This is an optimization exercise on Yosys and OpenROAD, whose aim is small area, not a production implementation. Function was checked by simulation only, so behaviour that the tests miss may differ from the original. No activity file was given, so power comes from the tool's default toggle rates.

### flow/design.v
module breakout(
    input  logic clk,
    input  logic right,
    input  logic left,
    input  logic reset,
    output logic [2:0] red,
    output logic [2:0] green,
    output logic [2:0] blue,
    output logic hsync,
    output logic vsync
    );
function automatic logic geq(input logic [9:0] x, input logic [9:0] k);
  geq = 1'b1;
  for (int i = 0; i < 10; i++) geq = k[i] ? (x[i] & geq) : (x[i] | geq);
endfunction
function automatic logic leq(input logic [9:0] x, input logic [9:0] k);
  leq = !geq(x, k + 10'd1);
endfunction
logic [9:0] hc, vc;
wire hend = hc[9] & hc[8] & (&hc[4:0]);         
wire vend = vc[9] & vc[3];                      
always_ff @(posedge clk)
  if (reset) begin
    hc <= 0; vc <= 0;
  end else if (hend) begin
    hc <= 0;
    vc <= vend ? 10'd0 : vc + 10'd1;
  end else
    hc <= hc + 10'd1;
assign hsync = (|hc[9:7]) | (hc[6] & hc[5]);    
assign vsync = |vc[9:1];                        
wire ax = !(hc[9] & (hc[8] | hc[7]));            
wire ay = !(vc[9] | (&vc[8:5]));                 
wire area = ax & ay;
wire top    = ax & !geq(vc, 10'd11);             
wire bottom = ax & (vc[9:2] == 8'b01110111);     
wire lft    = ay & (hc[9:2] == 8'd0);            
wire rgt    = ay & (hc[9:2] == 8'b10011111) & (hc[1] | hc[0]);   
wire border = lft | rgt | top;
wire h0     = (hc == 10'd0);
wire v480   = (vc == 10'd480);
wire eof    = h0 & v480;
logic [8:0] padp;      
logic [10:0] xcnt;
logic [9:0] ycnt;
logic xdir, ydir, xb, yb;
logic [5:0] mt;        
logic [99:0] q;
logic cur;         
logic hitflag;     
logic filling;     
logic wide;        
wire fast = !q[26];    
wire pup = right;
wire pdn = left & !right;
logic [8:0] pt;
logic pones, pzeros;
always_comb begin
  pt[0] = pup | pdn;
  pt[1] = pup ? !padp[0] : (pdn & padp[0]);
  pones  = pup & (padp[1] | padp[0]);
  pzeros = pdn & !(padp[1] & padp[0]);
  for (int i = 2; i < 9; i++) begin
    pt[i] = pones | pzeros;
    pones  = pones & padp[i];
    pzeros = pzeros & !padp[i];
  end
end
always_ff @(posedge clk)
  if (reset) padp <= 9'd280;
  else padp <= padp ^ pt;
logic [6:0] pe;
logic pc;
always_comb begin
  pc = 1'b1;
  for (int i = 0; i < 7; i++) begin
    pe[i] = hc[i] ^ !padp[i] ^ pc;
    pc = (hc[i] & !padp[i]) | (hc[i] & pc) | (!padp[i] & pc);
  end
end
wire [2:0] phi = {1'b0, padp[8:7]} + {2'b0, !pc};
wire prange = (|pe[6:2]) & (wide ? !(pe[6] & pe[5] & pe[4] & pe[3] & (pe[2] | pe[1] | pe[0]))
                                 : !geq({3'b0, pe}, 10'd85));
wire paddle = (vc[9:3] == 7'b0110111) & (hc[9:7] == phi) & prange;
wire xplus = xdir ^ xb;
wire yplus = ydir ^ yb;
wire bx0 = (xcnt == 11'd1023);                     
wire by0 = (ycnt == 10'd480);                      
wire zero = bx0 & by0;
wire [9:0] xk = zero ? 10'd1000 : xplus ? (fast ? 10'd1020 : 10'd1022) : (fast ? 10'd6 : 10'd4);
wire [10:0] xadd = eof ? {1'b0, xk} : hend ? 11'd1249 : 11'd1;    
wire [10:0] xsum = xcnt + xadd;
always_ff @(posedge clk)
  if (reset) xcnt <= 11'd1023;
  else if (eof) xcnt <= {xsum[9:0] == 10'd0, xsum[9:0]};
  else xcnt <= xsum;
wire ywrap = yplus ? (ycnt[9:3] == 7'b1111100) & (fast ? !(ycnt[2] & ycnt[1]) : !ycnt[2])
                   : (fast ? (ycnt >= 10'd476) & (ycnt <= 10'd480) : (ycnt >= 10'd478) & (ycnt <= 10'd480));
wire [9:0] yk = zero ? 10'd744 :
                {ywrap ^ yplus, {6{yplus}}, yplus ? (fast ? 3'b011 : 3'b101) : (fast ? 3'b101 : 3'b011)};
wire [9:0] yadd = eof ? yk : hend ? (vend ? 10'd504 : 10'd1) : 10'd0;    
always_ff @(posedge clk)
  if (reset) ycnt <= 10'd0;
  else ycnt <= ycnt + yadd;
wire xwin = (xcnt == 11'd1023) | ((xcnt[10:3] == 8'b10000000) & !(xcnt[2] & (xcnt[1] | xcnt[0])));    
wire ywin = (ycnt[9:3] == 7'd0) & !(ycnt[2] & ycnt[1]);    
wire ball = xwin & ywin;
logic [7:0] row;
logic incol, c56;
always_comb begin
  for (int r = 0; r < 8; r++) row[r] = geq(vc, 30 + 30*r) && leq(vc, 50 + 30*r);
  incol = 1'b0;
  for (int c = 0; c < 12; c++)
    incol = incol | (geq(hc, 13 + 52*c) && leq(hc, 55 + 52*c));
  c56 = geq(hc, 273) && leq(hc, 367);
end
wire inrow = |row;
wire inbrick = inrow & incol;
wire hit = ball & inbrick;
wire tap = (row[0] & q[0])  | (row[1] & q[1])  | (row[2] & q[2])  | (row[3] & q[3]) |
           (row[4] & q[24]) | (row[5] & q[25]) | (row[6] & q[26]) | (row[7] & q[27]);
wire wb = hitflag & !incol;    
wire bpix = cur & !hitflag & inbrick;
wire bR = bpix & (row[0] | row[1] | row[6] | row[7]);
wire bB = bpix & (row[2] | row[3]);
wire bG = bpix & !row[0] & !row[1] & !(row[2] & c56);
logic [99:0] qn;
always_comb begin
  qn = {q[0] | filling, q[99:1]};
  qn[55] = q[56] & !(wb & row[0]);
  qn[56] = q[57] & !(wb & row[1]);
  qn[57] = q[58] & !(wb & row[2]);
  qn[58] = q[59] & !(wb & row[3]);
  qn[79] = q[80] & !(wb & row[4]);
  qn[80] = q[81] & !(wb & row[5]);
  qn[81] = q[82] & !(wb & row[6]);
  qn[82] = q[83] & !(wb & row[7]);
end
always_ff @(posedge clk) begin
  filling <= reset | (filling & !hend);
  hitflag <= hit | (hitflag & incol);
  q <= qn;
  if (!incol) cur <= tap;
  if (h0) wide <= !q[74];
end
wire missed = area & (mt != 0);
wire common = missed | border | paddle | ball;
wire ri = common | bR;
wire gi = common | bG;
wire bi = common | bB;
assign red = {3{ri}};
assign green = {3{gi}};
assign blue = {3{bi}};
always_ff @(posedge clk)
  if (reset) begin
    xb <= 0; yb <= 0; mt <= 0; xdir <= 1; ydir <= 1;
  end else if (!eof) begin
    if (ball & (lft | rgt)) xb <= 1;
    if (ball & (top | bottom | (paddle & ydir))) yb <= 1;
    if (ball & bottom) mt <= 6'd60;
  end else if (zero) begin
    xdir <= 1; ydir <= 1; xb <= 0; yb <= 0;
  end else begin
    if (xb) xdir <= ~xdir;
    if (yb) ydir <= ~ydir;
    xb <= 0; yb <= 0;
    if (mt != 0) mt <= mt - 6'd1;
  end
endmodule
### flow/flow/run.sh
#!/bin/bash
# Layout flow: the standard synthesis, then the combinational logic is
# mapped again with an area-oriented ABC script (every register, its name and
# its cell are kept), then the standard layout from the floorplan on,
# with the make settings listed in make_args.txt (one per line).
set -euo pipefail
F=$(cd "$(dirname "${BASH_SOURCE[0]}")" && pwd)
W=$(pwd)
R=$W/orfs/results/$FLOW_PLATFORM/breakout/base
LIB=$FLOW_HOME/platforms/sky130hd/lib/sky130_fd_sc_hd__tt_025C_1v80.lib

bash standard.sh synth > synth_standard.log 2>&1
cp $R/1_2_yosys.v $W/netlist_standard.v

python3 $F/gen_models.py $LIB $W/comb_models.v > gen_models.log 2>&1
sed -e "s#LIBFILE#$LIB#g" -e "s#MODELS#$W/comb_models.v#" -e "s#NETLIST#$W/netlist_standard.v#" \
    -e "s#SCRIPT#$F/area.abc#" -e "s#STATFILE#$W/remap_stat.txt#" -e "s#OUTFILE#$W/netlist_remapped.v#" \
    $F/remap.ys.tmpl > $W/remap.ys
yosys -s $W/remap.ys > remap_yosys.log 2>&1

cp $W/netlist_remapped.v $R/1_2_yosys.v
rm -f $R/1_synth.odb $R/1_synth.sdc
ARGS=()
if [[ -f $F/make_args.txt ]]; then
  while IFS= read -r line; do [[ -n "$line" ]] && ARGS+=("$line"); done < $F/make_args.txt
fi
bash standard.sh "${ARGS[@]}" finish > layout.log 2>&1
### flow/flow/area.abc
strash; dc2; &get -n; &deepsyn -T 30; &put; dc2; dch -f; amap; topo
### flow/flow/gen_models.py
#!/usr/bin/env python3
# Writes Verilog models of the combinational cells of a liberty file.
import re, sys
lib = open(sys.argv[1]).read()
out = open(sys.argv[2], 'w')
i = 0
n = len(lib)
def block_end(s, start):
    depth = 0
    j = start
    while j < len(s):
        c = s[j]
        if c == '{': depth += 1
        elif c == '}':
            depth -= 1
            if depth == 0: return j
        j += 1
    return -1
count = 0
for m in re.finditer(r'\n\s*cell\s*\(\s*"?([\w]+)"?\s*\)\s*\{', lib):
    name = m.group(1)
    b0 = lib.index('{', m.start())
    b1 = block_end(lib, b0)
    body = lib[b0+1:b1]
    if re.search(r'\n\s*(ff|latch|statetable|ff_bank)\s*\(', body): continue
    if 'three_state' in body: continue
    pins = []
    for pm in re.finditer(r'\n\s*pin\s*\(\s*"?([\w]+)"?\s*\)\s*\{', body):
        p0 = body.index('{', pm.start()); p1 = block_end(body, p0)
        pb = body[p0+1:p1]
        d = re.search(r'direction\s*:\s*"?(\w+)"?', pb)
        f = re.search(r'\n\s*function\s*:\s*"([^"]*)"', pb)
        pins.append((pm.group(1), d.group(1) if d else None, f.group(1) if f else None))
    outs = [p for p in pins if p[1] == 'output']
    ins = [p for p in pins if p[1] == 'input']
    if not outs or any(p[2] is None for p in outs): continue
    ports = [p[0] for p in ins] + [p[0] for p in outs]
    out.write('module %s(%s);\n' % (name, ', '.join(ports)))
    for p in ins: out.write('  input %s;\n' % p[0])
    for p in outs:
        e = p[2].replace('+', '|').replace('*', '&')
        out.write('  output %s;\n  assign %s = %s;\n' % (p[0], p[0], e))
    out.write('endmodule\n')
    count += 1
print(count, 'combinational cells')
### flow/flow/make_args.txt
CTS_ARGS=-sink_clustering_enable -repair_clock_nets -buf_list "sky130_fd_sc_hd__clkbuf_4 sky130_fd_sc_hd__clkbuf_8" -dont_use_dummy_load
BUFFER_PORTS_ARGS=-buffer_cell sky130_fd_sc_hd__buf_1
### flow/flow/remap.ys.tmpl
read_liberty -lib LIBFILE
read_verilog -overwrite MODELS
read_verilog NETLIST
hierarchy -top breakout
flatten
techmap
opt -purge
abc -liberty LIBFILE -dont_use sky130_fd_sc_hd__probe_p_8 -dont_use sky130_fd_sc_hd__probec_p_8 -dont_use *lpflow* -script SCRIPT
opt_clean -purge
hilomap -singleton -hicell sky130_fd_sc_hd__conb_1 HI -locell sky130_fd_sc_hd__conb_1 LO
splitnets
opt_clean -purge
tee -o STATFILE stat -liberty LIBFILE
write_verilog -noattr -nohex -nodec OUTFILE
### flow/standard.sh
#!/bin/bash
# synth_recipe.tcl (not shown) runs the flow's synth.tcl, then flattens the netlist and writes it again
# the make line also repeats each setting of config.mk as NAME=value (left out here)
make -C /OpenROAD-flow-scripts/flow DESIGN_CONFIG=/design/flow/config.mk WORK_HOME=/design/flow/orfs CLKGATE_MAP_FILE= SYNTH_SCRIPT=/design/flow/synth_recipe.tcl "${@:-finish}"
### flow/config.mk
export PLATFORM = sky130hd
export DESIGN_NAME = breakout
export DESIGN_NICKNAME = breakout
export VERILOG_FILES = /design/flow/design.v
export SDC_FILE = /design/flow/constraint.sdc
export NUM_CORES = 4
export LEC_CHECK = 0
export CAP_MARGIN = 20
export CORE_MARGIN = 2
export CORE_UTILIZATION = 60
export CTS_BUF_LIST = sky130_fd_sc_hd__clkbuf_8
export GPL_TIMING_DRIVEN = 0
export SLEW_MARGIN = 20
### flow/constraint.sdc
create_clock -name core_clock -period 8.0 [get_ports {clk}]
set_input_delay 1.6000 -clock core_clock [delete_from_list [all_inputs] [get_ports {clk}]]
set_output_delay 1.6000 -clock core_clock [all_outputs]
set_load 0.01 [all_outputs]
==> summary.txt, run 1 <==
Place
  – Buffers added on ports: 14
  – Final RePlAce weighted congestion: 0.9248
  – Post-placement cell count: 853
  – DP Area: 0.006216 mm2
  – Half-perimeter wire length of the detailed placement result: 9.049 mm

Run status
  – Stopping stage: clock tree synthesis
  – First error line in the log: [ERROR STA-0564] clock_tree_synthesis positional arguments not supported.
  – Run status: stopped before the end

Yosys
  – Total number of yosys warnings: 1
  – Synthesized cell area: 0.005996 mm2
  – Post-synthesis instance total: 706
  – Synthesized area per cell: 8.493 um2
  – Number of nets in the synthesized netlist: 710

Floorplanning
  – Die Height: 104.0 um
  – Die extent in x: 104.0 um
  – Initial core utilization: 61.63%
  – Top-level port count: 15
  – Number of rows in the core area: 36
==> worst max-delay path by stage <==
stage / start / end / slack (ps)
2_1_floorplan: hc[7] / ycnt[7] / 3400
3_3_place_gp: hc[7] / ycnt[7] / 2380
3_5_place_dp: hc[7] / ycnt[7] / 2210
==> through the flow <==
| stage | utilization [%] | total power [mW] | setup slack (ps) |
|---|---|---|---|
| after floorplan | - | 0.9736 | 3403 |
| after global placement | 63.88 | 0.9984 | 2384 |
| after detailed placement | 63.89 | 1.006 | 2206 |
==> power groups by stage <==
stage	logic (mW)	clock network (mW)	registers [mW]
detailed placement	0.130	0	0.876
global placement	0.124	0	0.875
floorplan	0.102	0	0.871
==> inputs of run 2 (changes only) <==
--- a/flow/design.v
+++ b/flow/design.v
@@ -152,18 +152,21 @@
 assign green = {3{gi}};
 assign blue = {3{bi}};
 always_ff @(posedge clk)
-  if (reset) begin
-    xb <= 0; yb <= 0; mt <= 0; xdir <= 1; ydir <= 1;
-  end else if (!eof) begin
+  if (reset) mt <= 0;
+  else if (!eof) begin
+    if (ball & bottom) mt <= 6'd60;
+  end else if (!zero) begin
+    if (mt != 0) mt <= mt - 6'd1;
+  end
+always_ff @(posedge clk)
+  if (!eof) begin
     if (ball & (lft | rgt)) xb <= 1;
     if (ball & (top | bottom | (paddle & ydir))) yb <= 1;
-    if (ball & bottom) mt <= 6'd60;
   end else if (zero) begin
     xdir <= 1; ydir <= 1; xb <= 0; yb <= 0;
   end else begin
     if (xb) xdir <= ~xdir;
     if (yb) ydir <= ~ydir;
     xb <= 0; yb <= 0;
-    if (mt != 0) mt <= mt - 6'd1;
   end
 endmodule
==> flow/flow/make_args.txt (replaced) <==
CTS_ARGS=-repair_clock_nets -buf_list sky130_fd_sc_hd__clkbuf_8 -sink_clustering_enable -balance_levels -sink_clustering_size 25 -sink_clustering_max_diameter 200 -dont_use_dummy_load
BUFFER_PORTS_ARGS=-buffer_cell sky130_fd_sc_hd__buf_1
==> summary.txt, run 2 <==
Run status
  – Run status: timing/DRC/antenna clean

Place
  – Final RePlAce weighted congestion: 0.9450
  – Post-placement cell count: 846
  – Half-perimeter wire length of the detailed placement result: 8.784 mm
  – Buffers added on ports: 14

Global routing
  – First-pass GRT wire length: 20.51 mm
  – Total congestion overflow: 0
  – Number of global-route vias before repair: 4478
  – Initial antenna violation count: 0
  – Maximum number of pins on one net before global-route repair: 33
  – GRT Overall Usage: 23.62%

Worst setup path
  – Required time worst endpoint: 6400 ps
  – Type of the setup path with the least slack: flop to output port
  – Crit path max-delay cell type: sky130_fd_sc_hd__dfxtp_1
  – Startpoint of the worst register-to-register path: hc[8]
  – Reg2reg end: xcnt[9]
  – Capture point of the worst path: blue[0]
  – Depth of the most critical reg-to-reg path: 24
  – Worst-path cell chain: clkinv_1 -> a22oi_1 -> o21ai_0 -> o21ai_0 -> nand2_1 -> o21ai_0 -> nand2_1 -> o21ai_0 -> o21ai_0 -> nor4b_1 -> a2111oi_0 -> nand4_1 -> o31ai_1 -> nor4b_1 -> o21ai_0 -> buf_1
  – Launch point of the worst path: hc[3]
  – Maximum single-stage delay on the critical path: 500 ps
  – CP dominant cell by count: sky130_fd_sc_hd__o21ai_0
  – Worst-path fanout max: 10
  – Crit path launch type: flop
  – FF-to-FF setup slack: 3040 ps
  – Worst Setup End Kind: output port
  – Data arrival time of the worst path: 4150 ps

Floorplanning
  – Top-level port count: 15
  – Die Height: 103.6 um
  – Die extent in x: 103.6 um
  – Initial core utilization: 61.49%
  – Die area: 0.01074 mm2
  – Core footprint: 0.009684 mm2
  – Number of rows in the core area: 36

Clock network
  – Resized cells post-CTS: 0
  – # H-tree levels: 4
  – Clock latency at the later pin of the worst-skew pair: 440 ps
  – Clk root buf: sky130_fd_sc_hd__clkbuf_8
  – TritonCTS clock tree: built
  – Number of buffers inserted by hold repair at cts: 0
  – Longest Clk Path Bufs: 2
  – CTS Buf Count: 17
  – Clock sink count: 164
  – Clock-pin slew of the registers on the worst-case setup and hold paths: 80 ps
  – Post-CTS Repair Setup Buffers: 0

Power
  – Pwr dens: 219.1 mW/mm2
  – Share of total power consumed by net switching: 23.65%
  – Total power of the final layout: 1.404 mW
  – Gate power share: 8.9%
  – Sequential cell fraction of total power: 61.2%
  – Net switching power figure: 0.3321 mW
  – Pleak: 2.314 nW
  – Internal power: 1.072 mW
  – Peak ir drop on the vdd network: 170.5 uV
  – Clock group share of total power: 29.9%

Finish
  – Post-synthesis to final-layout area growth: 7.628%
  – Filler Cell Count: 828
  – Biggest registers after layout: q (100), xcnt (11)
  – Fraction of layout cells with a size suffix above 1: 2.466%
  – Fin cells: 863
  – Highest-count cells in the layout ignoring fill and taps: sky130_fd_sc_hd__dfxtp_1, sky130_fd_sc_hd__nor2_1, sky130_fd_sc_hd__clkinv_1
  – Most frequent standard cell in the layout excluding fill and tap cells: sky130_fd_sc_hd__dfxtp_1
  – Flip-flop count of the largest register, all copies and words added: 100
  – Most flop-heavy register: q
  – Antenna diode count: 0
  – NumNets Final: 736

Timing
  – Final Setup Violations: 0
  – Maximum clock skew at final layout: 25.11 ps
  – Maximum achievable frequency: 0.1740 GHz
  – Number of hold violations in the final report: 0
  – Worst slew pin tran: 674.6 ps
  – Final min period: 5746 ps
  – Count of pins over their slew limit: 0
  – Summed negative setup slack over all endpoints: 0 ps
  – Share of the clock period used by the worst path after layout: 71.83%
  – Worst slew slack as a fraction of its limit: 54.55%
  – Setup repair after global routing missed its margin: false

Drt
  – Number of design rule violations left after detail routing: 0
  – Routed vias/inst: 5.691
  – First-pass detailed-route iteration total: 5
  – Average wire per cell in the routed design: 14.08 um
  – Antenna Violating Nets Remaining: 0
  – Vias after detailed routing: 4911
  – 1st-iter DRT viols: 381
  – DRT Wirelength: 12.15 mm

Yosys
  – Post-synthesis instance total: 699
  – Number of nets in the synthesized netlist: 703
  – Synthesized cell area: 0.005954 mm2
  – Synthesized area per cell: 8.519 um2
  – Total number of yosys warnings: 1

Min path
  – Worst Hold Class: flop to flop

Flow run
  – Number of maximum-capacitance constraint violations: 0
run 2: final cells by class:
| class | count | area (um2) | area share (%) |
|---|---|---|---|
| Timing Repair Buffer | 14 | 53.80 | 0.8395 |
| Tap cell | 133 | 166.4 | 2.597 |
| Sequential cell | 164 | 3323 | 51.85 |
| Inverter | 78 | 292.8 | 4.569 |
| Multi-Input combinational cell | 457 | 2338 | 36.49 |
| Clock buffer | 17 | 234.0 | 3.651 |
run 2: critical path: cells and delay by family, from the launching register on:
kind	cells	cell delay, ps
DFF	1	500
and+or+nand+nor	5	1180
AOI/OAI and AO/OA	9	1600
buffers and inverters	2	420
run 2: routing by layer:
metal	up-vias	GRT usage [%]	share of wire, %
met1	2240	31.62	47
met2	142	35.86	45
met3	28	5.979	5.8
met4	0	11.49	2.8
li1	2501	-	-
met5	-	0	0
run 2: metrics by stage:
stage          cell area (um2)  hold WS, ps  util [%]  worst slack, ps
6_report                  6409        311.8     66.18             2254
5_1_grt                   6409        317.7     66.18             1666
4_1_cts                   6409        313.3     66.18             2126
3_5_place_dp              6175        312.1     63.76             2631
3_3_place_gp              6173        310.6     63.75             2759
2_1_floorplan             5954        309.6         -             3550
run 2: power by group through the flow:
stage	logic, mW	registers [mW]	clock network [mW]
4_1_cts	0.123	0.858	0.435
2_1_floorplan	0.0967	0.872	0
3_5_place_dp	0.122	0.877	0
3_3_place_gp	0.117	0.876	0
6_report	0.125	0.859	0.420
5_1_grt	0.142	0.861	0.465
run 2: worst min-delay path by stage:
| stage | depth (start not counted) | from | endpoint |
|---|---|---|---|
| 4_1_cts | 0 | q[10] | q[9] |
| 6_report | 0 | q[85] | q[84] |
| 3_5_place_dp | 0 | q[44] | q[43] |
| 5_1_grt | 0 | q[10] | q[9] |
| 3_3_place_gp | 0 | q[84] | q[83] |
| 2_1_floorplan | 0 | q[11] | q[10] |
==> inputs of run 3 (changes only) <==
==> flow/flow/make_args.txt (replaced) <==
CTS_ARGS=-sink_clustering_enable -sink_clustering_levels 1 -sink_clustering_size 25 -sink_clustering_max_diameter 150 -repair_clock_nets -buf_list sky130_fd_sc_hd__clkbuf_8 -dont_use_dummy_load
BUFFER_PORTS_ARGS=-buffer_cell sky130_fd_sc_hd__buf_1
==> summary.txt, run 3 <==
Run status
  – Run status: timing/DRC/antenna clean

Finish
  – Biggest registers after layout: q (100), xcnt (11)
  – NumNets Final: 736
  – Most frequent standard cell in the layout excluding fill and tap cells: sky130_fd_sc_hd__dfxtp_1
  – Highest-count cells in the layout ignoring fill and taps: sky130_fd_sc_hd__dfxtp_1, sky130_fd_sc_hd__nor2_1, sky130_fd_sc_hd__clkinv_1
  – Antenna diode count: 0
  – Fraction of layout cells with a size suffix above 1: 2.466%
  – Flip-flop count of the largest register, all copies and words added: 100
  – Post-synthesis to final-layout area growth: 7.628%
  – Most flop-heavy register: q

Power
  – Sequential cell fraction of total power: 61.2%
  – Pwr dens: 219.1 mW/mm2
  – Share of total power consumed by net switching: 23.65%
  – Gate power share: 8.9%
  – Clock group share of total power: 29.9%
  – Internal power: 1.072 mW
  – Net switching power figure: 0.3321 mW
  – Peak ir drop on the vdd network: 170.5 uV
  – Pleak: 2.314 nW

Drt
  – Antenna Violating Nets Remaining: 0
  – DRT Wirelength: 12.15 mm
  – Vias after detailed routing: 4911
  – Number of design rule violations left after detail routing: 0
  – Average wire per cell in the routed design: 14.08 um
  – 1st-iter DRT viols: 381
  – Routed vias/inst: 5.691
  – First-pass detailed-route iteration total: 5

Timing
  – Setup WS post-layout: 2254 ps
  – Final Setup Violations: 0
  – Summed negative setup slack over all endpoints: 0 ps
  – Maximum clock skew at final layout: 25.11 ps
  – Maximum achievable frequency: 0.1740 GHz
  – Setup repair after global routing missed its margin: false
  – Final min period: 5746 ps
  – Number of hold violations in the final report: 0
  – Hold Worst Slack: 311.8 ps
  – Worst slew pin tran: 674.6 ps
  – Worst slew slack as a fraction of its limit: 54.55%
  – Count of pins over their slew limit: 0
  – Share of the clock period used by the worst path after layout: 71.83%

Floorplanning
  – Initial core utilization: 61.49%
  – Die area: 0.01074 mm2
  – Top-level port count: 15
  – Die Height: 103.6 um
  – Number of rows in the core area: 36
  – Die extent in x: 103.6 um
  – Core footprint: 0.009684 mm2

Clock network
  – CTS Buf Count: 17
  – Resized cells post-CTS: 0
  – TritonCTS clock tree: built
  – Clock-pin slew of the registers on the worst-case setup and hold paths: 80 ps
  – Number of buffers inserted by hold repair at cts: 0
  – Post-CTS Repair Setup Buffers: 0
  – Clk root buf: sky130_fd_sc_hd__clkbuf_8
  – Longest Clk Path Bufs: 2
  – Clock sink count: 164
  – Clock latency at the later pin of the worst-skew pair: 440 ps
  – # H-tree levels: 4

Global routing
  – Maximum number of pins on one net before global-route repair: 33
  – Number of global-route vias before repair: 4478
  – Initial antenna violation count: 0
  – First-pass GRT wire length: 20.51 mm
  – Total congestion overflow: 0
  – GRT Overall Usage: 23.62%

Min path
  – Worst Hold Class: flop to flop

Yosys
  – Synthesized cell area: 0.005954 mm2
  – Number of nets in the synthesized netlist: 703
  – Post-synthesis instance total: 699
  – Total number of yosys warnings: 1
  – Synthesized area per cell: 8.519 um2

Worst setup path
  – Crit path launch type: flop
  – FF-to-FF setup slack: 3040 ps
  – Data arrival time of the worst path: 4150 ps
  – Type of the setup path with the least slack: flop to output port
  – Worst Setup End Kind: output port
  – Worst-path fanout max: 10
  – Required time worst endpoint: 6400 ps

Place
  – Final RePlAce weighted congestion: 0.9450
  – Half-perimeter wire length of the detailed placement result: 8.784 mm
  – Buffers added on ports: 14
  – Worst-case setup slack after placement: 2631 ps

Flow run
  – Number of maximum-capacitance constraint violations: 0
## run 3: final cells by class
class                   count  area [um2]
flip-flops and latches    164        3323
fillers                   828        3276
multi-input cells         457        2338
inverters                  78       292.8
clock buffers              17       234.0
well taps                 133       166.4
repair buffers             14       53.80
## run 3: path summary, 6_finish.rpt
path,startpoint,to,depth (start not counted)
worst min-delay path,q[85],q[84],0
worst max register to register,hc[8],xcnt[9],24
worst max-delay path,hc[3],blue[0],16
worst min register to register,q[85],q[84],0
## run 3: worst max-delay path, cell delays in order, from the launching register on
cell and delay (ps):
sky130_fd_sc_hd__dfxtp_1 500, sky130_fd_sc_hd__clkinv_1 230, sky130_fd_sc_hd__a22oi_1 320, sky130_fd_sc_hd__o21ai_0 180
sky130_fd_sc_hd__o21ai_0 140, sky130_fd_sc_hd__nand2_1 100, sky130_fd_sc_hd__o21ai_0 100, sky130_fd_sc_hd__nand2_1 90
sky130_fd_sc_hd__o21ai_0 130, sky130_fd_sc_hd__o21ai_0 200, sky130_fd_sc_hd__nor4b_1 380, sky130_fd_sc_hd__a2111oi_0 160
sky130_fd_sc_hd__nand4_1 130, sky130_fd_sc_hd__o31ai_1 100, sky130_fd_sc_hd__nor4b_1 480, sky130_fd_sc_hd__o21ai_0 270
sky130_fd_sc_hd__buf_1 190
## run 3: power groups by stage
stage	Sequential (mW)	Clock, mW	Combinational, mW
final	0.859	0.420	0.125
after global routing	0.861	0.465	0.142
after CTS	0.858	0.435	0.123
after detailed placement	0.877	0	0.122
after global placement	0.876	0	0.117
after floorplan	0.872	0	0.0967
## run 3: routing by layer
metal | share of wire (%) | global-route usage, % | vias to the layer above
met2 | 45 | 35.86 | 142
met3 | 5.8 | 5.979 | 28
li1 | - | - | 2501
met4 | 2.8 | 11.49 | 0
met1 | 47 | 31.62 | 2240
met5 | 0 | 0 | -
## run 3: through the flow
step / instance area, um2 / util [%] / std cells / total power, mW
after floorplan: 5954 / - / 699 / 0.9690
after global placement: 6173 / 63.75 / 846 / 0.9924
after detailed placement: 6175 / 63.76 / 846 / 0.9988
after CTS: 6409 / 66.18 / 863 / 1.416
after global routing: 6409 / 66.18 / 863 / 1.468
final: 6409 / 66.18 / 863 / 1.404
==> inputs of run 4 (changes only) <==
--- a/flow/design.v
+++ b/flow/design.v
@@ -152,21 +152,18 @@
 assign green = {3{gi}};
 assign blue = {3{bi}};
 always_ff @(posedge clk)
-  if (reset) mt <= 0;
-  else if (!eof) begin
-    if (ball & bottom) mt <= 6'd60;
-  end else if (!zero) begin
-    if (mt != 0) mt <= mt - 6'd1;
-  end
-always_ff @(posedge clk)
-  if (!eof) begin
+  if (reset) begin
+    xb <= 0; yb <= 0; mt <= 0; xdir <= 1; ydir <= 1;
+  end else if (!eof) begin
     if (ball & (lft | rgt)) xb <= 1;
     if (ball & (top | bottom | (paddle & ydir))) yb <= 1;
+    if (ball & bottom) mt <= 6'd60;
   end else if (zero) begin
     xdir <= 1; ydir <= 1; xb <= 0; yb <= 0;
   end else begin
     if (xb) xdir <= ~xdir;
     if (yb) ydir <= ~ydir;
     xb <= 0; yb <= 0;
+    if (mt != 0) mt <= mt - 6'd1;
   end
 endmodule
==> flow/flow/run.sh (replaced) <==
#!/bin/bash
# Layout flow: the standard synthesis; then the combinational logic is
# mapped again with area-oriented ABC scripts (every register, its name and
# its cell are kept), trying several ABC random seeds and keeping the
# smallest netlist; then the standard layout from the floorplan on, with
# the make settings listed in make_args.txt (one per line).
set -euo pipefail
F=$(cd "$(dirname "${BASH_SOURCE[0]}")" && pwd)
W=$(pwd)
R=$W/orfs/results/$FLOW_PLATFORM/breakout/base
LIB=$FLOW_HOME/platforms/sky130hd/lib/sky130_fd_sc_hd__tt_025C_1v80.lib

bash standard.sh synth > synth_standard.log 2>&1
cp $R/1_2_yosys.v $W/netlist_standard.v

python3 $F/gen_models.py $LIB $W/comb_models.v > gen_models.log 2>&1

remap() {
  local S=$1
  sed -e "s#SEED#$S#" $F/area.abc.tmpl > $W/area_$S.abc
  sed -e "s#LIBFILE#$LIB#g" -e "s#MODELS#$W/comb_models.v#" -e "s#NETLIST#$W/netlist_standard.v#" \
      -e "s#SCRIPT#$W/area_$S.abc#" -e "s#STATFILE#$W/remap_stat_$S.txt#" -e "s#OUTFILE#$W/netlist_remapped_$S.v#" \
      $F/remap.ys.tmpl > $W/remap_$S.ys
  yosys -s $W/remap_$S.ys > remap_yosys_$S.log 2>&1
}
for S in 0 1 2 3; do remap $S & done; wait
for S in 4 5 6 7; do remap $S & done; wait

BEST=""; BESTA=""
for S in 0 1 2 3 4 5 6 7; do
  A=$(awk '/Chip area/ {print $NF}' $W/remap_stat_$S.txt)
  echo "seed $S area $A" >> remap_choice.log
  if [[ -z "$BEST" ]] || awk -v a="$A" -v b="$BESTA" 'BEGIN {exit !(a < b)}'; then BEST=$S; BESTA=$A; fi
done
echo "chosen seed $BEST area $BESTA" >> remap_choice.log

cp $W/netlist_remapped_$BEST.v $R/1_2_yosys.v
rm -f $R/1_synth.odb $R/1_synth.sdc
ARGS=()
if [[ -f $F/make_args.txt ]]; then
  while IFS= read -r line; do [[ -n "$line" ]] && ARGS+=("$line"); done < $F/make_args.txt
fi
bash standard.sh "${ARGS[@]}" finish > layout.log 2>&1
==> flow/flow/area.abc.tmpl (new file) <==
strash; dc2; &get -n; &deepsyn -T 40 -S SEED; &put; dc2; dch -f; amap; topo
==> flow/flow/make_args.txt (replaced) <==
CTS_ARGS=-sink_clustering_enable -repair_clock_nets -buf_list sky130_fd_sc_hd__clkbuf_8 -dont_use_dummy_load
BUFFER_PORTS_ARGS=-buffer_cell sky130_fd_sc_hd__buf_1
removed: flow/flow/area.abc
==> summary.txt, run 4 <==
Run status
  – Run status: timing/DRC/antenna clean

Finish
  – Antenna diode count: 0
  – Highest-count cells in the layout ignoring fill and taps: sky130_fd_sc_hd__dfxtp_1, sky130_fd_sc_hd__nor2_1, sky130_fd_sc_hd__clkinv_1
  – Flip-flop and latch area: 0.003303 mm2
  – Most flop-heavy register: q
  – Filler Cell Count: 844
  – Post-route design area: 0.006369 mm2
  – Final Core Density: 65.76%
  – Area taken by multi-input logic gates: 0.002307 mm2
  – Post-synthesis to final-layout area growth: 7.679%
  – Biggest registers after layout: q (100), xcnt (11)
  – Fraction of layout cells with a size suffix above 1: 2.473%
  – Most frequent standard cell in the layout excluding fill and tap cells: sky130_fd_sc_hd__dfxtp_1
  – NumNets Final: 734
  – Flip-flop count of the largest register, all copies and words added: 100

Drt
  – Average wire per cell in the routed design: 14.19 um
  – Routed vias/inst: 5.614
  – Top layer in use: met4
  – Vias after detailed routing: 4834
  – Total length of routed met2 wires: 5.629 mm
  – DRT Wirelength: 12.22 mm
  – First-pass detailed-route iteration total: 7
  – Antenna Violating Nets Remaining: 0
  – Met3 wire length: 583 um
  – 1st-iter DRT viols: 241
  – Met1 WL: 5.773 mm
  – Number of design rule violations left after detail routing: 0

Clock network
  – Clock sink count: 164
  – Longest Clk Path Bufs: 2
  – Clk root buf: sky130_fd_sc_hd__clkbuf_8
  – TritonCTS clock tree: built
  – Post-CTS Repair Setup Buffers: 0
  – Clock-pin slew of the registers on the worst-case setup and hold paths: 90 ps
  – CTS Buf Count: 17
  – Number of buffers inserted by hold repair at cts: 0
  – Clock latency at the later pin of the worst-skew pair: 450 ps
  – # H-tree levels: 4
  – Resized cells post-CTS: 0

Floorplanning
  – Die area: 0.01067 mm2
  – Top-level port count: 15
  – Number of rows in the core area: 36
  – Core footprint: 0.009684 mm2
  – Die extent in x: 103.3 um
  – Die Height: 103.3 um
  – Initial core utilization: 61.07%

Timing
  – Setup WS post-layout: 2416 ps
  – Worst slew pin tran: 1028 ps
  – Setup repair after global routing missed its margin: false
  – Worst slew slack as a fraction of its limit: 30.85%
  – Summed negative setup slack over all endpoints: 0 ps
  – Share of the clock period used by the worst path after layout: 69.80%
  – Final min period: 5584 ps
  – Final Setup Violations: 0
  – Number of hold violations in the final report: 0
  – Maximum achievable frequency: 0.1791 GHz
  – Count of pins over their slew limit: 0
  – Maximum clock skew at final layout: 31.91 ps

Power
  – Gate power share: 9.5%
  – Peak ir drop on the vdd network: 234.7 uV
  – Pwr dens: 224.2 mW/mm2
  – Clock group share of total power: 30.1%
  – Net switching power figure: 0.3498 mW
  – Total power of the final layout: 1.428 mW
  – Pleak: 2.273 nW
  – Sequential cell fraction of total power: 60.4%
  – Internal power: 1.078 mW
  – Share of total power consumed by net switching: 24.50%

Worst setup path
  – Reg2reg end: xcnt[10]
  – Worst-path fanout max: 10
  – Required time worst endpoint: 8330 ps
  – Crit path launch type: flop
  – Type of the setup path with the least slack: flop to flop
  – Worst Setup End Kind: flop
  – Data arrival time of the worst path: 5910 ps
  – Startpoint of the worst register-to-register path: hc[2]
  – FF-to-FF setup slack: 2420 ps
  – Depth of the most critical reg-to-reg path: 23

Min path
  – WHS Path Cells: 0
  – Worst Hold Class: flop to flop
  – End of the worst hold path: q[40]
  – Hold path start: q[41]

Yosys
  – Synthesized cell area: 0.005914 mm2
  – Synthesized area per cell: 8.486 um2
  – Total number of yosys warnings: 1
  – Post-synthesis instance total: 697
  – Number of nets in the synthesized netlist: 701

Place
  – DP Area: 0.006135 mm2
  – Buffers added on ports: 14
  – Final RePlAce weighted congestion: 0.9447
  – Half-perimeter wire length of the detailed placement result: 8.942 mm
  – Worst-case setup slack after placement: 2484 ps

Global routing
  – Maximum number of pins on one net before global-route repair: 29
  – GRT Overall Usage: 24.92%
  – Number of global-route vias before repair: 4424
  – Initial antenna violation count: 0
  – First-pass GRT wire length: 20.46 mm
  – Total congestion overflow: 0

Flow run
  – Number of maximum-capacitance constraint violations: 0
## run 4: cell types whose count changed in the layout (fill, tap and decap cells not counted), sizes merged, moves of 5 or more
cell	delta
or4	+5
nor2	-17
nand3	-8
nand2	+15
nor3	-9
a21oi	+14
## run 4: per-stage QoR
stage               hold slack [ps]  instances
detailed placement            312.1        844
global route                  297.3        861
CTS                           295.8        861
global placement              311.9        844
floorplan                     309.6        697
finish                        289.4        861
## run 4: per-layer routing
| layer | vias to the layer above | track usage [%] |
|---|---|---|
| met5 | - | 0 |
| met4 | 0 | 9.008 |
| met3 | 21 | 7.997 |
| met2 | 106 | 38.76 |
| met1 | 2216 | 32.79 |
| li1 | 2491 | - |
## run 4: cell type report
| cell class | count | share of cell area (%) |
|---|---|---|
| well taps | 133 | 2.613 |
| repair buffers | 14 | 0.8448 |
| flip-flops and latches | 164 | 51.87 |
| clock buffers | 17 | 3.674 |
| inverters | 81 | 4.774 |
| multi-input cells | 452 | 36.23 |
## run 4: power by group through the flow
stage          Sequential, mW  Clock (mW)  Combinational, mW
6_report                0.862       0.430              0.136
5_1_grt                 0.866       0.475              0.153
4_1_cts                 0.862       0.442              0.135
3_5_place_dp            0.881           0              0.135
3_3_place_gp            0.880           0              0.128
2_1_floorplan           0.875           0              0.108
## run 4: worst max-delay path by stage
stage          start  endpoint  slack [ps]  cells past startpoint
4_1_cts        hc[2]  xcnt[10]        2470                     23
2_1_floorplan  hc[7]  xcnt[10]        3650                     23
5_1_grt        hc[2]  xcnt[10]        1790                     23
3_3_place_gp   hc[2]  xcnt[10]        2410                     23
3_5_place_dp   hc[2]  xcnt[10]        2480                     23
6_report       hc[2]  xcnt[10]        2420                     23
## run 4: critical path, stage by stage, from the launching register on
cell and delay, ps:
sky130_fd_sc_hd__dfxtp_1 370, sky130_fd_sc_hd__nor2_1 330, sky130_fd_sc_hd__nand2_1 90, sky130_fd_sc_hd__nor3_1 270, sky130_fd_sc_hd__nand2_1 170, sky130_fd_sc_hd__nor4_1 810
sky130_fd_sc_hd__o21ai_1 560, sky130_fd_sc_hd__o22ai_1 330, sky130_fd_sc_hd__nand2_1 140, sky130_fd_sc_hd__o22ai_1 180, sky130_fd_sc_hd__clkinv_1 130, sky130_fd_sc_hd__a22oi_1 290
sky130_fd_sc_hd__nor3_1 120, sky130_fd_sc_hd__nor2_1 120, sky130_fd_sc_hd__o21ai_0 170, sky130_fd_sc_hd__or2_0 280, sky130_fd_sc_hd__o21ai_0 80, sky130_fd_sc_hd__a21oi_1 80
sky130_fd_sc_hd__o21ai_0 320, sky130_fd_sc_hd__nand2_1 150, sky130_fd_sc_hd__nor2_1 220, sky130_fd_sc_hd__o21ai_0 130, sky130_fd_sc_hd__nand2_1 70, sky130_fd_sc_hd__o21ai_0 90
==> inputs of run 5 (changes only) <==
--- a/flow/flow/run.sh
+++ b/flow/flow/run.sh
@@ -16,23 +16,38 @@
 python3 $F/gen_models.py $LIB $W/comb_models.v > gen_models.log 2>&1
 
 remap() {
-  local S=$1
-  sed -e "s#SEED#$S#" $F/area.abc.tmpl > $W/area_$S.abc
+  local S=$1 V=$2
+  sed -e "s#SEED#$S#" $F/area_$V.abc.tmpl > $W/area_$V$S.abc
   sed -e "s#LIBFILE#$LIB#g" -e "s#MODELS#$W/comb_models.v#" -e "s#NETLIST#$W/netlist_standard.v#" \
-      -e "s#SCRIPT#$W/area_$S.abc#" -e "s#STATFILE#$W/remap_stat_$S.txt#" -e "s#OUTFILE#$W/netlist_remapped_$S.v#" \
-      $F/remap.ys.tmpl > $W/remap_$S.ys
-  yosys -s $W/remap_$S.ys > remap_yosys_$S.log 2>&1
+      -e "s#SCRIPT#$W/area_$V$S.abc#" -e "s#STATFILE#$W/remap_stat_$V$S.txt#" -e "s#OUTFILE#$W/netlist_remapped_$V$S.v#" \
+      $F/remap.ys.tmpl > $W/remap_$V$S.ys
+  yosys -s $W/remap_$V$S.ys > remap_yosys_$V$S.log 2>&1
 }
-for S in 0 1 2 3; do remap $S & done; wait
-for S in 4 5 6 7; do remap $S & done; wait
+CANDS=""
+for V in a b; do
+  for S in 0 1 2 3; do remap $S $V & done; wait
+  for S in 4 5 6 7; do remap $S $V & done; wait
+  for S in 0 1 2 3 4 5 6 7; do CANDS="$CANDS $V$S"; done
+done
 
+# area of the standard netlist, to reject a candidate that lost logic
+yosys -p "read_liberty -lib $LIB; read_verilog $W/netlist_standard.v; hierarchy -top $FLOW_TOP; tee -o $W/standard_stat.txt stat -liberty $LIB" > standard_stat.log 2>&1
+STDA=$(awk '/Chip area/ {print $NF}' $W/standard_stat.txt)
+echo "standard area $STDA" >> remap_choice.log
 BEST=""; BESTA=""
-for S in 0 1 2 3 4 5 6 7; do
-  A=$(awk '/Chip area/ {print $NF}' $W/remap_stat_$S.txt)
-  echo "seed $S area $A" >> remap_choice.log
-  if [[ -z "$BEST" ]] || awk -v a="$A" -v b="$BESTA" 'BEGIN {exit !(a < b)}'; then BEST=$S; BESTA=$A; fi
+for C in $CANDS; do
+  A=$(awk '/Chip area/ {print $NF}' $W/remap_stat_$C.txt 2>/dev/null || true)
+  echo "candidate $C area $A" >> remap_choice.log
+  [[ -n "$A" ]] || continue
+  awk -v a="$A" -v s="$STDA" 'BEGIN {exit !(a > 0.7 * s)}' || continue
+  if [[ -z "$BEST" ]] || awk -v a="$A" -v b="$BESTA" 'BEGIN {exit !(a < b)}'; then BEST=$C; BESTA=$A; fi
 done
-echo "chosen seed $BEST area $BESTA" >> remap_choice.log
+if [[ -z "$BEST" ]]; then
+  echo "no usable candidate; keeping the standard netlist" >> remap_choice.log
+  bash standard.sh finish > layout.log 2>&1
+  exit 0
+fi
+echo "chosen $BEST area $BESTA" >> remap_choice.log
 
 cp $W/netlist_remapped_$BEST.v $R/1_2_yosys.v
 rm -f $R/1_synth.odb $R/1_synth.sdc
==> flow/flow/area_a.abc.tmpl (new file) <==
strash; dc2; &get -n; &deepsyn -T 40 -S SEED; &put; dc2; dch -f; amap; topo
==> flow/flow/area_b.abc.tmpl (new file) <==
strash; dc2; &get -n; &deepsyn -T 40 -S SEED; &put; dch -f; amap; topo
removed: flow/flow/area.abc.tmpl
==> summary.txt, run 5 <==
Worst setup path
  – Required time worst endpoint: 8330 ps
  – Reg2reg end: xcnt[10]
  – Startpoint of the worst register-to-register path: hc[2]
  – FF-to-FF setup slack: 2420 ps
  – Depth of the most critical reg-to-reg path: 23
  – Crit path launch type: flop
  – Type of the setup path with the least slack: flop to flop
  – Data arrival time of the worst path: 5910 ps
  – Worst-path fanout max: 10
  – Worst Setup End Kind: flop

Finish
  – Most flop-heavy register: q
  – Flip-flop count of the largest register, all copies and words added: 100
  – NumNets Final: 734
  – Highest-count cells in the layout ignoring fill and taps: sky130_fd_sc_hd__dfxtp_1, sky130_fd_sc_hd__nor2_1, sky130_fd_sc_hd__clkinv_1
  – Fin cells: 861
  – Biggest registers after layout: q (100), xcnt (11)
  – Antenna diode count: 0
  – Post-synthesis to final-layout area growth: 7.679%
  – Fraction of layout cells with a size suffix above 1: 2.473%
  – Most frequent standard cell in the layout excluding fill and tap cells: sky130_fd_sc_hd__dfxtp_1

Timing
  – Final min period: 5584 ps
  – Worst slew slack as a fraction of its limit: 30.85%
  – Maximum clock skew at final layout: 31.91 ps
  – Setup repair after global routing missed its margin: false
  – Share of the clock period used by the worst path after layout: 69.80%
  – Summed negative setup slack over all endpoints: 0 ps
  – Worst slew pin tran: 1028 ps
  – Final Setup Violations: 0
  – Maximum achievable frequency: 0.1791 GHz
  – Hold Worst Slack: 289.4 ps
  – Count of pins over their slew limit: 0
  – Number of hold violations in the final report: 0

Yosys
  – Number of nets in the synthesized netlist: 701
  – Synthesized cell area: 0.005914 mm2
  – Synthesized area per cell: 8.486 um2
  – Total number of yosys warnings: 1
  – Post-synthesis instance total: 697

Place
  – Half-perimeter wire length of the detailed placement result: 8.942 mm
  – Post-placement cell count: 844
  – Final RePlAce weighted congestion: 0.9447
  – Buffers added on ports: 14

Floorplanning
  – Die area: 0.01067 mm2
  – Core footprint: 0.009684 mm2
  – Number of rows in the core area: 36
  – Die Height: 103.3 um
  – Top-level port count: 15
  – Die extent in x: 103.3 um
  – Initial core utilization: 61.07%

Min path
  – WHS Path Cells: 0
  – Hold path start: q[41]
  – End of the worst hold path: q[40]
  – Worst Hold Class: flop to flop

Global routing
  – GRT Overall Usage: 24.92%
  – Number of global-route vias before repair: 4424
  – Maximum number of pins on one net before global-route repair: 29
  – Initial antenna violation count: 0
  – First-pass GRT wire length: 20.46 mm
  – Total congestion overflow: 0

Drt
  – DRT Wirelength: 12.22 mm
  – Average wire per cell in the routed design: 14.19 um
  – First-pass detailed-route iteration total: 7
  – Routed vias/inst: 5.614
  – 1st-iter DRT viols: 241
  – Number of design rule violations left after detail routing: 0
  – Antenna Violating Nets Remaining: 0
  – Vias after detailed routing: 4834

Clock network
  – # H-tree levels: 4
  – Clock latency at the later pin of the worst-skew pair: 450 ps
  – Longest Clk Path Bufs: 2
  – Number of buffers inserted by hold repair at cts: 0
  – Post-CTS Repair Setup Buffers: 0
  – Clock sink count: 164
  – Resized cells post-CTS: 0
  – Clock-pin slew of the registers on the worst-case setup and hold paths: 90 ps
  – CTS Buf Count: 17
  – TritonCTS clock tree: built
  – Clk root buf: sky130_fd_sc_hd__clkbuf_8

Flow run
  – Number of maximum-capacitance constraint violations: 0

Power
  – Pleak: 2.273 nW
  – Pwr dens: 224.2 mW/mm2
  – Peak ir drop on the vdd network: 234.7 uV

Run status
  – Run status: timing/DRC/antenna clean
## run 5: through the flow
| stage | setup WS (ps) | instance area, um2 | util, % | power [mW] |
|---|---|---|---|---|
| finish | 2416 | 6369 | 65.76 | 1.428 |
| global route | 1785 | 6369 | 65.76 | 1.494 |
| CTS | 2472 | 6369 | 65.76 | 1.439 |
| detailed placement | 2484 | 6135 | 63.35 | 1.015 |
| global placement | 2412 | 6133 | 63.33 | 1.007 |
| floorplan | 3655 | 5914 | - | 0.9831 |
## run 5: worst max-delay path by stage
stage	startpoint	to	slack [ps]	cells past startpoint
final	hc[2]	xcnt[10]	2420	23
after floorplan	hc[7]	xcnt[10]	3650	23
after global placement	hc[2]	xcnt[10]	2410	23
after detailed placement	hc[2]	xcnt[10]	2480	23
after CTS	hc[2]	xcnt[10]	2470	23
after global routing	hc[2]	xcnt[10]	1790	23
## run 5: layout make-up
type                    instances  area (um2)
multi-input cells             452        2307
fillers                       844        3316
clock buffers                  17       234.0
repair buffers                 14       53.80
inverters                      81       304.0
well taps                     133       166.4
flip-flops and latches        164        3303
## run 5: routing by layer
metal	global-route usage, %	share of wire, %
met1	32.79	47
met2	38.76	46
met3	7.997	4.8
met4	9.008	1.9
met5	0	0
## run 5: critical path, cell delays in order, from the launching register on
cell and delay (ps):
sky130_fd_sc_hd__dfxtp_1 370, sky130_fd_sc_hd__nor2_1 330, sky130_fd_sc_hd__nand2_1 90, sky130_fd_sc_hd__nor3_1 270
sky130_fd_sc_hd__nand2_1 170, sky130_fd_sc_hd__nor4_1 810, sky130_fd_sc_hd__o21ai_1 560, sky130_fd_sc_hd__o22ai_1 330
sky130_fd_sc_hd__nand2_1 140, sky130_fd_sc_hd__o22ai_1 180, sky130_fd_sc_hd__clkinv_1 130, sky130_fd_sc_hd__a22oi_1 290
sky130_fd_sc_hd__nor3_1 120, sky130_fd_sc_hd__nor2_1 120, sky130_fd_sc_hd__o21ai_0 170, sky130_fd_sc_hd__or2_0 280
sky130_fd_sc_hd__o21ai_0 80, sky130_fd_sc_hd__a21oi_1 80, sky130_fd_sc_hd__o21ai_0 320, sky130_fd_sc_hd__nand2_1 150
sky130_fd_sc_hd__nor2_1 220, sky130_fd_sc_hd__o21ai_0 130, sky130_fd_sc_hd__nand2_1 70, sky130_fd_sc_hd__o21ai_0 90
## run 5: report_power, final
group	switching, mW	internal, mW	leakage [nW]
combinational	0.0861	0.0495	0.813
sequential	0.0208	0.842	1.34
clock	0.243	0.187	0.122
total	0.350	1.08	2.27
==> inputs of run 6 (changes only) <==
--- a/flow/design.v
+++ b/flow/design.v
@@ -152,18 +152,21 @@
 assign green = {3{gi}};
 assign blue = {3{bi}};
 always_ff @(posedge clk)
-  if (reset) begin
-    xb <= 0; yb <= 0; mt <= 0; xdir <= 1; ydir <= 1;
-  end else if (!eof) begin
+  if (reset) mt <= 0;
+  else if (!eof) begin
+    if (ball & bottom) mt <= 6'd60;
+  end else if (!zero) begin
+    if (mt != 0) mt <= mt - 6'd1;
+  end
+always_ff @(posedge clk)
+  if (!eof) begin
     if (ball & (lft | rgt)) xb <= 1;
     if (ball & (top | bottom | (paddle & ydir))) yb <= 1;
-    if (ball & bottom) mt <= 6'd60;
   end else if (zero) begin
     xdir <= 1; ydir <= 1; xb <= 0; yb <= 0;
   end else begin
     if (xb) xdir <= ~xdir;
     if (yb) ydir <= ~ydir;
     xb <= 0; yb <= 0;
-    if (mt != 0) mt <= mt - 6'd1;
   end
 endmodule
==> summary.txt, run 6 <==
Worst setup path
  – Required time worst endpoint: 8360 ps
  – Critical path buffers and inverters: 5
  – Crit path max-delay cell type: sky130_fd_sc_hd__nor3_1
  – Data arrival time of the worst path: 6180 ps
  – Worst-path fanout max: 9
  – CP dominant cell by count: sky130_fd_sc_hd__nor2_1
  – Stages on worst setup path: 27
  – Type of the setup path with the least slack: flop to flop
  – Kind of cell adding the most delay to the critical path: simple AND/OR/NAND/NOR gates
  – Maximum single-stage delay on the critical path: 520 ps
  – Crit path launch type: flop
  – Worst Setup End Kind: flop
  – Depth of the most critical reg-to-reg path: 27

Place
  – Worst-case setup slack after placement: 2271 ps
  – Buffers added on ports: 14
  – Final RePlAce weighted congestion: 0.9015
  – Post-placement cell count: 833
  – DP Area: 0.006100 mm2
  – Half-perimeter wire length of the detailed placement result: 8.755 mm

Yosys
  – Post-synthesis instance total: 686
  – Number of nets in the synthesized netlist: 690
  – Synthesized cell area: 0.005879 mm2
  – Synthesized area per cell: 8.571 um2
  – Total number of yosys warnings: 1

Global routing
  – Met3 global-route usage: 6.441%
  – GRT Overall Usage: 24.30%
  – First-pass GRT wire length: 19.78 mm
  – Global-route met2 utilization: 37.96%
  – Total congestion overflow: 0
  – Busiest grt layer: met2
  – Maximum number of pins on one net before global-route repair: 31
  – Initial antenna violation count: 0
  – Fraction of met1 tracks used by global routing: 32.40%
  – Number of global-route vias before repair: 4218

Power
  – Pleak: 2.285 nW
  – Pwr dens: 217.3 mW/mm2
  – Peak ir drop on the vdd network: 184.8 uV
  – Total power of the final layout: 1.377 mW

Min path
  – WHS Path Cells: 0
  – Worst Hold Class: flop to flop

Floorplanning
  – Die area: 0.01061 mm2
  – Die extent in x: 103.0 um
  – Top-level port count: 15
  – Die Height: 103.0 um
  – Initial core utilization: 60.99%
  – Core footprint: 0.009639 mm2
  – Number of rows in the core area: 36

Clock network
  – Clock sink count: 164
  – Clk root buf: sky130_fd_sc_hd__clkbuf_8
  – # H-tree levels: 4
  – Clock latency at the later pin of the worst-skew pair: 450 ps
  – Longest Clk Path Bufs: 2
  – Resized cells post-CTS: 0
  – Post-CTS Repair Setup Buffers: 0
  – Number of buffers inserted by hold repair at cts: 0
  – Clock-pin slew of the registers on the worst-case setup and hold paths: 90 ps
  – CTS Buf Count: 17
  – TritonCTS clock tree: built

Timing
  – Final min period: 5814 ps
  – Maximum achievable frequency: 0.1720 GHz
  – Maximum clock skew at final layout: 32.62 ps
  – Setup repair after global routing missed its margin: false
  – Worst slew slack as a fraction of its limit: 41.04%
  – Worst slew pin tran: 882.1 ps
  – Hold Worst Slack: 292.8 ps
  – Setup WS post-layout: 2186 ps
  – Final Setup Violations: 0
  – Share of the clock period used by the worst path after layout: 72.68%
  – Count of pins over their slew limit: 0
  – Number of hold violations in the final report: 0
  – Summed negative setup slack over all endpoints: 0 ps

Finish
  – Post-synthesis to final-layout area growth: 7.746%
  – Most flop-heavy register: q
  – Post-route design area: 0.006335 mm2
  – Most frequent standard cell in the layout excluding fill and tap cells: sky130_fd_sc_hd__dfxtp_1
  – NumNets Final: 723
  – Fin cells: 850
  – Flip-flop count of the largest register, all copies and words added: 100
  – Fraction of layout cells with a size suffix above 1: 2.510%
  – Filler Cell Count: 811
  – Final Core Density: 65.72%
  – Highest-count cells in the layout ignoring fill and taps: sky130_fd_sc_hd__dfxtp_1, sky130_fd_sc_hd__nor2_1, sky130_fd_sc_hd__clkinv_1
  – Antenna diode count: 0
  – Biggest registers after layout: q (100), xcnt (11)

Drt
  – Routed vias/inst: 5.571
  – Vias after detailed routing: 4735
  – DRT Wirelength: 12.08 mm
  – Number of design rule violations left after detail routing: 0
  – Average wire per cell in the routed design: 14.21 um
  – Antenna Violating Nets Remaining: 0
  – 1st-iter DRT viols: 352
  – First-pass detailed-route iteration total: 4

Flow run
  – Number of maximum-capacitance constraint violations: 0

Run status
  – Run status: timing/DRC/antenna clean
==> run 6: cell types whose count changed in the layout (fill, tap and decap cells not counted), sizes merged, moves of 5 or more <==
cell     change
or3          +6
a2111oi      +5
nor2b        -5
a21oi        -5
nand2        -5
o211ai       +5
nor4         -6
==> run 6: final cells by class <==
type                       count  area, um2  area share, %
sequential                   164       3323          52.46
tap                          133      166.4          2.627
inverter                      82      307.8          4.859
timing repair buffer          14      53.80         0.8493
multi-input combinational    440       2250          35.51
clock buffer                  17      234.0          3.693
==> run 6: routing by layer <==
layer / up-vias / routed length, um
met5: - / 0
met4: 0 / 170
met3: 13 / 527
met2: 118 / 5696
met1: 2162 / 5685
li1: 2442 / -
==> run 6: power breakdown <==
| group | switching [mW] | leakage [nW] | internal [mW] |
|---|---|---|---|
| clock network | 0.244 | 0.122 | 0.187 |
| registers | 0.0175 | 1.34 | 0.836 |
| logic | 0.0571 | 0.820 | 0.0347 |
==> run 6: path summary, 6_finish.rpt <==
path               from  endpoint  slack [ps]
setup reg to reg  hc[5]  xcnt[10]        2190
setup / recovery  hc[5]  xcnt[10]        2190
hold / removal    q[15]     q[14]         290
hold reg to reg   q[15]     q[14]         290
==> run 6: worst reg2reg max path, stage by stage, from the launching register on <==
cell and delay, ps:
sky130_fd_sc_hd__dfxtp_1 360, sky130_fd_sc_hd__nor2_1 220, sky130_fd_sc_hd__clkinv_1 160, sky130_fd_sc_hd__nor2_1 160, sky130_fd_sc_hd__nand2_1 70, sky130_fd_sc_hd__nor2_1 130
sky130_fd_sc_hd__nand2_1 130, sky130_fd_sc_hd__nor3_1 520, sky130_fd_sc_hd__clkinv_1 420, sky130_fd_sc_hd__nor2_1 420, sky130_fd_sc_hd__clkinv_1 280, sky130_fd_sc_hd__o21ai_0 300
sky130_fd_sc_hd__nand2_1 140, sky130_fd_sc_hd__nand2_1 160, sky130_fd_sc_hd__o21ai_0 140, sky130_fd_sc_hd__nor2_1 170, sky130_fd_sc_hd__clkinv_1 120, sky130_fd_sc_hd__and3_1 190
sky130_fd_sc_hd__nor2_1 150, sky130_fd_sc_hd__clkinv_1 90, sky130_fd_sc_hd__o21ai_0 110, sky130_fd_sc_hd__nor2_1 80, sky130_fd_sc_hd__nor2_1 210, sky130_fd_sc_hd__o221a_1 270
sky130_fd_sc_hd__and3_1 210, sky130_fd_sc_hd__nor2_1 50, sky130_fd_sc_hd__a2111oi_0 350, sky130_fd_sc_hd__o21bai_1 160

separate check: timing with driven ports:
No port has a modelled driver above. Below, the same layouts with a new extraction and two added sets of constraints. Step 1 assumes that a clkbuf_16 drives the clock port and a buf_2 every other input. Step 2, shift: input delay + t, output delay - t, t = (earliest + latest rising clock arrival at the registers) / 2. This alone moves slack from input paths to output paths. a / b / c = ideal ports / drivers / drivers and shift; a / b = the first two.
run | t, ns | slack for setup (ns) | worst hold slack (ns) | pins driven straight from the clock port
run 2 | 0.462 | 2.254 / 2.219 / 2.681 | 0.312 / 0.312 / 0.312 | 1
run 3 | 0.462 | 2.254 / 2.219 / 2.681 | 0.312 / 0.312 / 0.312 | 1
run 4 | 0.475 | 2.416 / 2.416 / 2.416 | 0.289 / 0.289 / 0.289 | 1
run 5 | 0.475 | 2.416 / 2.416 / 2.416 | 0.289 / 0.289 / 0.289 | 1
run 6 | 0.466 | 2.186 / 2.186 / 2.186 | 0.293 / 0.293 / 0.293 | 1
After both steps setup and hold are still met in every run listed.
